What follows belongs to an exercise in optimizing a design on an open flow for small area, a short achievable clock period and few clock cycles per item; a production flow would make more cautious choices. Function was checked by simulation only, so behaviour that the tests miss may differ from the original. Power and IR drop assume default switching activity.

Design non_restoring_div, start of the top module:
module non_restoring_div #(parameter N = 16) (
    input  logic clk, rst_n, start,
    input  logic [N-1:0] dividend, divisor,
    output logic [N-1:0] quotient, remainder,
    output logic ready
);
Size in the first run: roughly 68 I/O pins, about 0.0036 mm^2 of cells after synthesis.
Settings: LEC_CHECK=0, ABC_AREA=1, CAP_MARGIN=20, CORE_MARGIN=2, CORE_UTILIZATION=45, PLACE_DENSITY=0.85, SETUP_SLACK_MARGIN=2.6, SLEW_MARGIN=20; clock period 5.0 ns.
standard.sh (not shown) runs the stock make flow with config.mk's settings and CLKGATE_MAP_FILE= SYNTH_SCRIPT=/design/flow/synth_recipe.tcl, a recipe that flattens the netlist after the stock synthesis.
==> flow/flow/run.sh <==
#!/bin/bash
set -euo pipefail
export BUFFER_PORTS_ARGS="-buffer_cell sky130_fd_sc_hd__buf_1"
bash standard.sh ADDER_MAP_FILE= finish > flow.log 2>&1
The starting point ran to the end with no violations.
Testbench counts at the start, summed over its fixed seeds: cycles 14,351, items 3,200.
Rerun with:
--- a/flow/config.mk
+++ b/flow/config.mk
@@ -9,6 +9,6 @@
 export CAP_MARGIN = 20
 export CORE_MARGIN = 2
-export CORE_UTILIZATION = 45
+export CORE_UTILIZATION = 50
 export PLACE_DENSITY = 0.85
-export SETUP_SLACK_MARGIN = 2.6
+export SETUP_SLACK_MARGIN = 2.7
 export SLEW_MARGIN = 20
- synthesized area is unchanged
- global-route usage rises by 2.0 points
- via count fell by 0.46%
Rerun with:
--- a/flow/config.mk
+++ b/flow/config.mk
@@ -9,6 +9,6 @@
 export CAP_MARGIN = 20
 export CORE_MARGIN = 2
-export CORE_UTILIZATION = 50
+export CORE_UTILIZATION = 40
 export PLACE_DENSITY = 0.85
-export SETUP_SLACK_MARGIN = 2.7
+export SETUP_SLACK_MARGIN = 2.6
 export SLEW_MARGIN = 20
Count of clock-buffer cells in the layout does not change.
First-iteration DRC count goes down by a quarter to a third.
Combinational power is lower by a few percent.
Critical path depth came out lower by 1.
Maximum frequency decreases by a few percent.

job 6377:
non_restoring_div again, from the RTL that the note above started with.
export LEC_CHECK = 0
export ABC_AREA = 1
export CAP_MARGIN = 20
export CORE_MARGIN = 2
export CORE_UTILIZATION = 50
export PLACE_DENSITY = 0.85
export SETUP_SLACK_MARGIN = 2.6
export SLEW_MARGIN = 85
create_clock -name core_clock -period 5.0 [get_ports {clk}]
Scripts as last shown in full above: flow/flow/run.sh
Testbench counts of job 6377, summed over its fixed seeds: cycles 14,351, items 3,200.
Input-level comparison between job 8066 and job 6377:
- SETUP_SLACK_MARGIN now 2.65, was 2.6
- SLEW_MARGIN now 20, was 85
- PLACE_DENSITY now 0.8, was 0.85
- CORE_UTILIZATION now 40, was 50
Notes after the runs:
Summary — part of the power in combinational logic, job 8066 relative to job 6377: lower, by 4.7 points. For the multi-input logic portion of the cell area, job 8066 came in 0.15 points higher than job 6377 did. The total global routing track utilization in job 8066 sits 6.3 points below the value recorded for job 6377. Per the comparison of job 8066 with job 6377, non-clock buffer count went down by about 17%, fill cell total of the finished layout went up by 48%, met2 usage in global routing went down by 8.6 points, maximum clock path buffer count was more or less identical, length of the first detailed-routing pass in iterations went up by 1. Job 8066: fmax higher than job 6377. Final cell area: job 8066 below job 6377.
#### Input delta (job 3995 over job 8066)
- swapping 2.65 for 2.6 in SETUP_SLACK_MARGIN
- swapping 40 for 60 in CORE_UTILIZATION
- swapping 0.8 for 0.9 in PLACE_DENSITY
Job 3995: full flow OK, the timing, DRC and antenna checks passed. In the flow results for job 3995 and job 8066, the period utilization is larger on job 3995. Job 3995 vs job 8066 on synthesis-to-finish area growth: job 3995 is the lower one. [compare] base=job 8066 new=job 3995: highest attainable clock frequency now sits lower, delay contributed by the slowest stage of the critical path now sits at about the same level, routed wire length now sits lower, setup slack after layout now sits lower, met1 routing resource usage after global routing now sits higher. Non-filler instance count after layout: job 3995 lower than job 8066.

The RTL this note starts from:
==> flow/design.v <==
module non_restoring_div #(parameter N = 16) (
    input  logic clk, rst_n, start,
    input  logic [N-1:0] dividend, divisor,
    output logic [N-1:0] quotient, remainder,
    output logic ready
);
    localparam W = $clog2(N);
    function automatic logic [3:0] lead16(input logic [15:0] x);
        logic [3:0] v;
        logic [1:0] e [4];
        for (int k = 0; k < 4; k++) begin
            v[k] = |x[4*k +: 4];
            e[k] = x[4*k+3] ? 2'd3 : x[4*k+2] ? 2'd2 : x[4*k+1] ? 2'd1 : 2'd0;
        end
        lead16[3] = v[3] | v[2];
        lead16[2] = v[3] | (!v[2] & v[1]);
        lead16[1:0] = v[3] ? e[3] : v[2] ? e[2] : v[1] ? e[1] : e[0];
    endfunction
    function automatic logic [N:0] sub(input logic [N-1:0] x, y, input int M);
        logic [N-1:0] g, p;
        g = ~x & y;
        p = ~(x ^ y);
        for (int l = 0; (2 << l) <= M; l++)
            for (int i = 0; i < M; i++)
                if ((i + 1) % (2 << l) == 0) begin
                    g[i] = g[i] | (p[i] & g[i - (1 << l)]);
                    p[i] = p[i] & p[i - (1 << l)];
                end
        for (int l = $clog2(M) - 2; l >= 0; l--)
            for (int i = 0; i < M; i++)
                if ((i + 1) % (2 << l) == (1 << l) && i >= (2 << l)) begin
                    g[i] = g[i] | (p[i] & g[i - (1 << l)]);
                    p[i] = p[i] & p[i - (1 << l)];
                end
        sub = '0;
        sub[M] = g[M-1];
        sub[N-1:0] = x ^ y ^ {g[N-2:0], 1'b0};
    endfunction
    logic [N-1:0] r, d, q;
    logic [W-1:0] cnt;
    logic         busy, align;
    logic [N:0]   s;
    logic         below, accept, last;
    logic [W-1:0] amt;
    logic [N-1:0] rot;
    logic [N:0]   diff;
    assign s      = sub({{(N-W){1'b0}}, lead16(dividend)},
                        {{(N-W){1'b0}}, lead16(divisor)}, W);
    assign below  = s[W];
    assign accept = start && !busy && divisor != '0;
    logic step;
    assign step   = !align || cnt == '0;
    assign last   = align ? cnt == '0 : cnt == '1;
    assign amt    = cnt;
    logic [N-1:0] rot1, rot2, rot4;
    assign rot1 = amt[0] ? {d[N-2:0],    1'b0}  : d;
    assign rot2 = amt[1] ? {rot1[N-3:0], 2'b0}  : rot1;
    assign rot4 = amt[2] ? {rot2[N-5:0], 4'b0}  : rot2;
    assign rot  = amt[3] ? {rot4[N-9:0], 8'b0}  : rot4;
    assign diff   = sub(r, d, N);
    always_ff @(posedge clk or negedge rst_n) begin
        if (!rst_n) begin
            busy  <= 1'b0;
            ready <= 1'b0;
        end else if (accept) begin
            busy  <= !below;
            ready <= below;
        end else begin
            busy  <= busy && !last;
            ready <= busy && last;
        end
    end
    always_ff @(posedge clk) begin
        align <= !busy;
        if (!busy) begin
            r   <= dividend;
            d   <= divisor;
            q   <= '0;
            cnt <= s[W-1:0];
        end else begin
            if (step && !diff[N]) r <= diff[N-1:0];
            d   <= align ? rot : d >> 1;
            q   <= {q[N-2:0], step && !diff[N]};
            cnt <= cnt - 1'b1;
        end
    end
    assign quotient  = q;
    assign remainder = r;
endmodule
==> flow/config.mk <==
export PLATFORM = sky130hd
export DESIGN_NAME = non_restoring_div
export DESIGN_NICKNAME = non_restoring_div
export VERILOG_FILES = /design/flow/design.v
export SDC_FILE = /design/flow/constraint.sdc
export NUM_CORES = 4
export LEC_CHECK = 0
export ABC_AREA = 1
export CAP_MARGIN = 20
export CORE_MARGIN = 2
export CORE_UTILIZATION = 50
export PLACE_DENSITY = 0.85
export SETUP_SLACK_MARGIN = 2.6
export SLEW_MARGIN = 20
==> flow/constraint.sdc <==
create_clock -name core_clock -period 5.0 [get_ports {clk}]
set_input_delay 1.0000 -clock core_clock [delete_from_list [all_inputs] [get_ports {clk}]]
set_output_delay 1.0000 -clock core_clock [all_outputs]
set_load 0.01 [all_outputs]
Scripts as last shown in full above: flow/flow/run.sh
The first run finished clean.
Testbench counts at the start, summed over its fixed seeds: cycles 14,351, items 3,200.
Next try:
==> flow/flow/run.sh (replaced) <==
#!/bin/bash
set -euo pipefail
W=$PWD
S=$FLOW_HOME/scripts
mkdir -p "$W/mysyn"
sed "s#set abc_script \$::env(SCRIPTS_DIR)/abc_area.script#set abc_script $W/flow/abc.script#" \
  "$S/synth_preamble.tcl" > "$W/mysyn/synth_preamble.tcl"
sed "s#source \$::env(SCRIPTS_DIR)/synth_preamble.tcl#source $W/mysyn/synth_preamble.tcl#" \
  "$S/synth.tcl" > "$W/mysyn/synth.tcl"
sed "s#source \$::env(SCRIPTS_DIR)/synth.tcl#source $W/mysyn/synth.tcl#" \
  "$W/synth_recipe.tcl" > "$W/mysyn/synth_recipe.tcl"
grep -q "$W/flow/abc.script" "$W/mysyn/synth_preamble.tcl"
grep -q "$W/mysyn/synth_preamble.tcl" "$W/mysyn/synth.tcl"
grep -q "$W/mysyn/synth.tcl" "$W/mysyn/synth_recipe.tcl"
export BUFFER_PORTS_ARGS="-buffer_cell sky130_fd_sc_hd__buf_1"
bash standard.sh ADDER_MAP_FILE= SYNTH_SCRIPT="$W/mysyn/synth_recipe.tcl" finish > flow.log 2>&1
==> flow/flow/abc.script (new file) <==
strash
dch -f
map -B 0.9
topo
stime -c
buffer -c
upsize -c
dnsize -c
--- a/flow/config.mk
+++ b/flow/config.mk
@@ -9,5 +9,5 @@
 export CAP_MARGIN = 20
 export CORE_MARGIN = 2
-export CORE_UTILIZATION = 50
+export CORE_UTILIZATION = 40
 export PLACE_DENSITY = 0.85
 export SETUP_SLACK_MARGIN = 2.6
Design area came out higher by 2.1%.
Maximum frequency came out lower by 3.9%.
Clock power came out lower by about 5%.
Final cell count came out higher by 1.4%.
Sequential power came out higher by about 2%.
Setup slack got worse by 90 ps.
Clock skew came out higher by 4.7 ps.
Total power came out higher by 2.1%.
First-iteration DRC count came out lower by 16%.
Next try:
==> flow/flow/run.sh (replaced) <==
#!/bin/bash
set -euo pipefail
export BUFFER_PORTS_ARGS="-buffer_cell sky130_fd_sc_hd__buf_1"
bash standard.sh ADDER_MAP_FILE= finish > flow.log 2>&1
--- a/flow/config.mk
+++ b/flow/config.mk
@@ -9,6 +9,6 @@
 export CAP_MARGIN = 20
 export CORE_MARGIN = 2
-export CORE_UTILIZATION = 40
+export CORE_UTILIZATION = 50
 export PLACE_DENSITY = 0.85
 export SETUP_SLACK_MARGIN = 2.6
-export SLEW_MARGIN = 20
+export SLEW_MARGIN = 70
removed: flow/flow/abc.script
After rerunning:
- hold slack barely changes
- power decreases slightly
- worst setup slack gains 55 ps
- die area falls by about a fifth
- via count came out higher slightly
- global-route usage climbs by 5.4 points
- cell area went down by a few percent
- clock-buffer cell count is unchanged
- first-iteration DRC count came out lower slightly
- sequential cell count is unchanged
- maximum frequency climbs by a few percent
Next try:
==> flow/flow/run.sh (replaced) <==
#!/bin/bash
set -euo pipefail
W=$PWD
S=$FLOW_HOME/scripts
mkdir -p "$W/mysyn"
sed "s#set abc_script \$::env(SCRIPTS_DIR)/abc_area.script#set abc_script $W/flow/abc.script#" \
  "$S/synth_preamble.tcl" > "$W/mysyn/synth_preamble.tcl"
sed "s#source \$::env(SCRIPTS_DIR)/synth_preamble.tcl#source $W/mysyn/synth_preamble.tcl#" \
  "$S/synth.tcl" > "$W/mysyn/synth.tcl"
sed "s#source \$::env(SCRIPTS_DIR)/synth.tcl#source $W/mysyn/synth.tcl#" \
  "$W/synth_recipe.tcl" > "$W/mysyn/synth_recipe.tcl"
grep -q "$W/flow/abc.script" "$W/mysyn/synth_preamble.tcl"
grep -q "$W/mysyn/synth_preamble.tcl" "$W/mysyn/synth.tcl"
grep -q "$W/mysyn/synth.tcl" "$W/mysyn/synth_recipe.tcl"
export BUFFER_PORTS_ARGS="-buffer_cell sky130_fd_sc_hd__buf_1"
bash standard.sh ADDER_MAP_FILE= SYNTH_SCRIPT="$W/mysyn/synth_recipe.tcl" finish > flow.log 2>&1
==> flow/flow/abc.script (new file) <==
strash
dch
map -B 0.9
topo
stime -c
--- a/flow/config.mk
+++ b/flow/config.mk
@@ -9,6 +9,6 @@
 export CAP_MARGIN = 20
 export CORE_MARGIN = 2
-export CORE_UTILIZATION = 50
+export CORE_UTILIZATION = 40
 export PLACE_DENSITY = 0.85
 export SETUP_SLACK_MARGIN = 2.6
-export SLEW_MARGIN = 70
+export SLEW_MARGIN = 20
Outcome: Total power is about the same. Maximum frequency came out lower by 1.3%. Cell area hardly moves. Via count is higher by 0.71%. Die area goes up by 18%. Worst setup slack gets worse by 30 ps. Sequential share of layout area drops by 0.12 points. Hold slack is better by 10 ps. Clock power went up by 8.6%. Sequential power fell by about 2%. Cell count goes up by 1.1%.
Next try:
==> flow/flow/run.sh (replaced) <==
#!/bin/bash
set -euo pipefail
export BUFFER_PORTS_ARGS="-buffer_cell sky130_fd_sc_hd__buf_1"
bash standard.sh ADDER_MAP_FILE= finish > flow.log 2>&1
--- a/flow/config.mk
+++ b/flow/config.mk
@@ -9,6 +9,7 @@
 export CAP_MARGIN = 20
 export CORE_MARGIN = 2
-export CORE_UTILIZATION = 40
+export CORE_UTILIZATION = 50
+export GPL_TIMING_DRIVEN = 0
 export PLACE_DENSITY = 0.85
-export SETUP_SLACK_MARGIN = 2.6
+export SETUP_SLACK_MARGIN = 2.65
 export SLEW_MARGIN = 20
removed: flow/flow/abc.script
After rerunning: The new run finished with timing, DRC and antenna clean. Global-route usage went up by 6.1 points. Clock-buffer cell count does not change. Via count went up by about 3%. Cell count went up by 1.4%. Non-clock buffer count went up by 17. Area after synthesis went up by 4.9%. Total power went up by 2.7%. Final area went up by about 1.8%.
Next try:
--- a/flow/config.mk
+++ b/flow/config.mk
@@ -10,6 +10,5 @@
 export CORE_MARGIN = 2
 export CORE_UTILIZATION = 50
-export GPL_TIMING_DRIVEN = 0
 export PLACE_DENSITY = 0.85
-export SETUP_SLACK_MARGIN = 2.65
+export SETUP_SLACK_MARGIN = 2.55
 export SLEW_MARGIN = 20
The new run produced a clean layout.
Final area falls by a few percent.
Synthesized area does not change.
Sequential share of layout area rises by 0.73 points.
Count of clock-buffer cells in the layout is unchanged.
Clock power stays flat.
Worst setup slack gets worse by 52 ps.
Via count falls by a few percent.

[what the ideal ports hide]
The results above use ideal ports. As a check the final layouts listed here were re-extracted and re-timed, cells and wires unchanged. Step 1, drivers: a clkbuf_16 drives clk and a buf_2 each remaining input, both assumed. Step 2 adds t to the input delays and takes it off the output delays; t is the mean of the earliest and latest rising clock arrival at the registers after step 1. Input paths then give back, and output paths get back, about the clock's delay inside the block. Three values: no drivers, after step 1, after step 2; two values: the first two.
| run | t, ns | setup slack, ns | worst setup path at the end | cell pins on the clock port's net |
|---|---|---|---|---|
| the first run of note 1 | 0.345 | 2.653 / 2.653 / 2.361 | input to register | 1 |
| the second run of note 1 | 0.351 | 2.816 / 2.816 / 2.489 | input to register | 1 |
| the third run of note 1 | 0.350 | 2.746 / 2.751 / 2.402 | input to register | 1 |
| job 6377 | 0.354 | 2.669 / 2.669 / 2.387 | input to register | 1 |
| job 8066 | 0.340 | 2.758 / 2.764 / 2.425 | input to register | 1 |
| job 3995 | 0.345 | 2.738 / 2.748 / 2.403 | input to register | 1 |
| the first run of note 3 | 0.351 | 2.798 / 2.802 / 2.458 | input to register | 1 |
| the second run of note 3 | 0.346 | 2.707 / 2.710 / 2.364 | input to register | 1 |
| the third run of note 3 | 0.354 | 2.763 / 2.763 / 2.427 | input to register | 1 |
| the fourth run of note 3 | 0.339 | 2.733 / 2.733 / 2.475 | input to register | 1 |
| the fifth run of note 3 | 0.353 | 2.802 / 2.811 / 2.458 | input to register | 1 |
| the sixth run of note 3 | 0.350 | 2.751 / 2.751 / 2.448 | input to register | 1 |
After both steps every run listed still meets setup and hold.
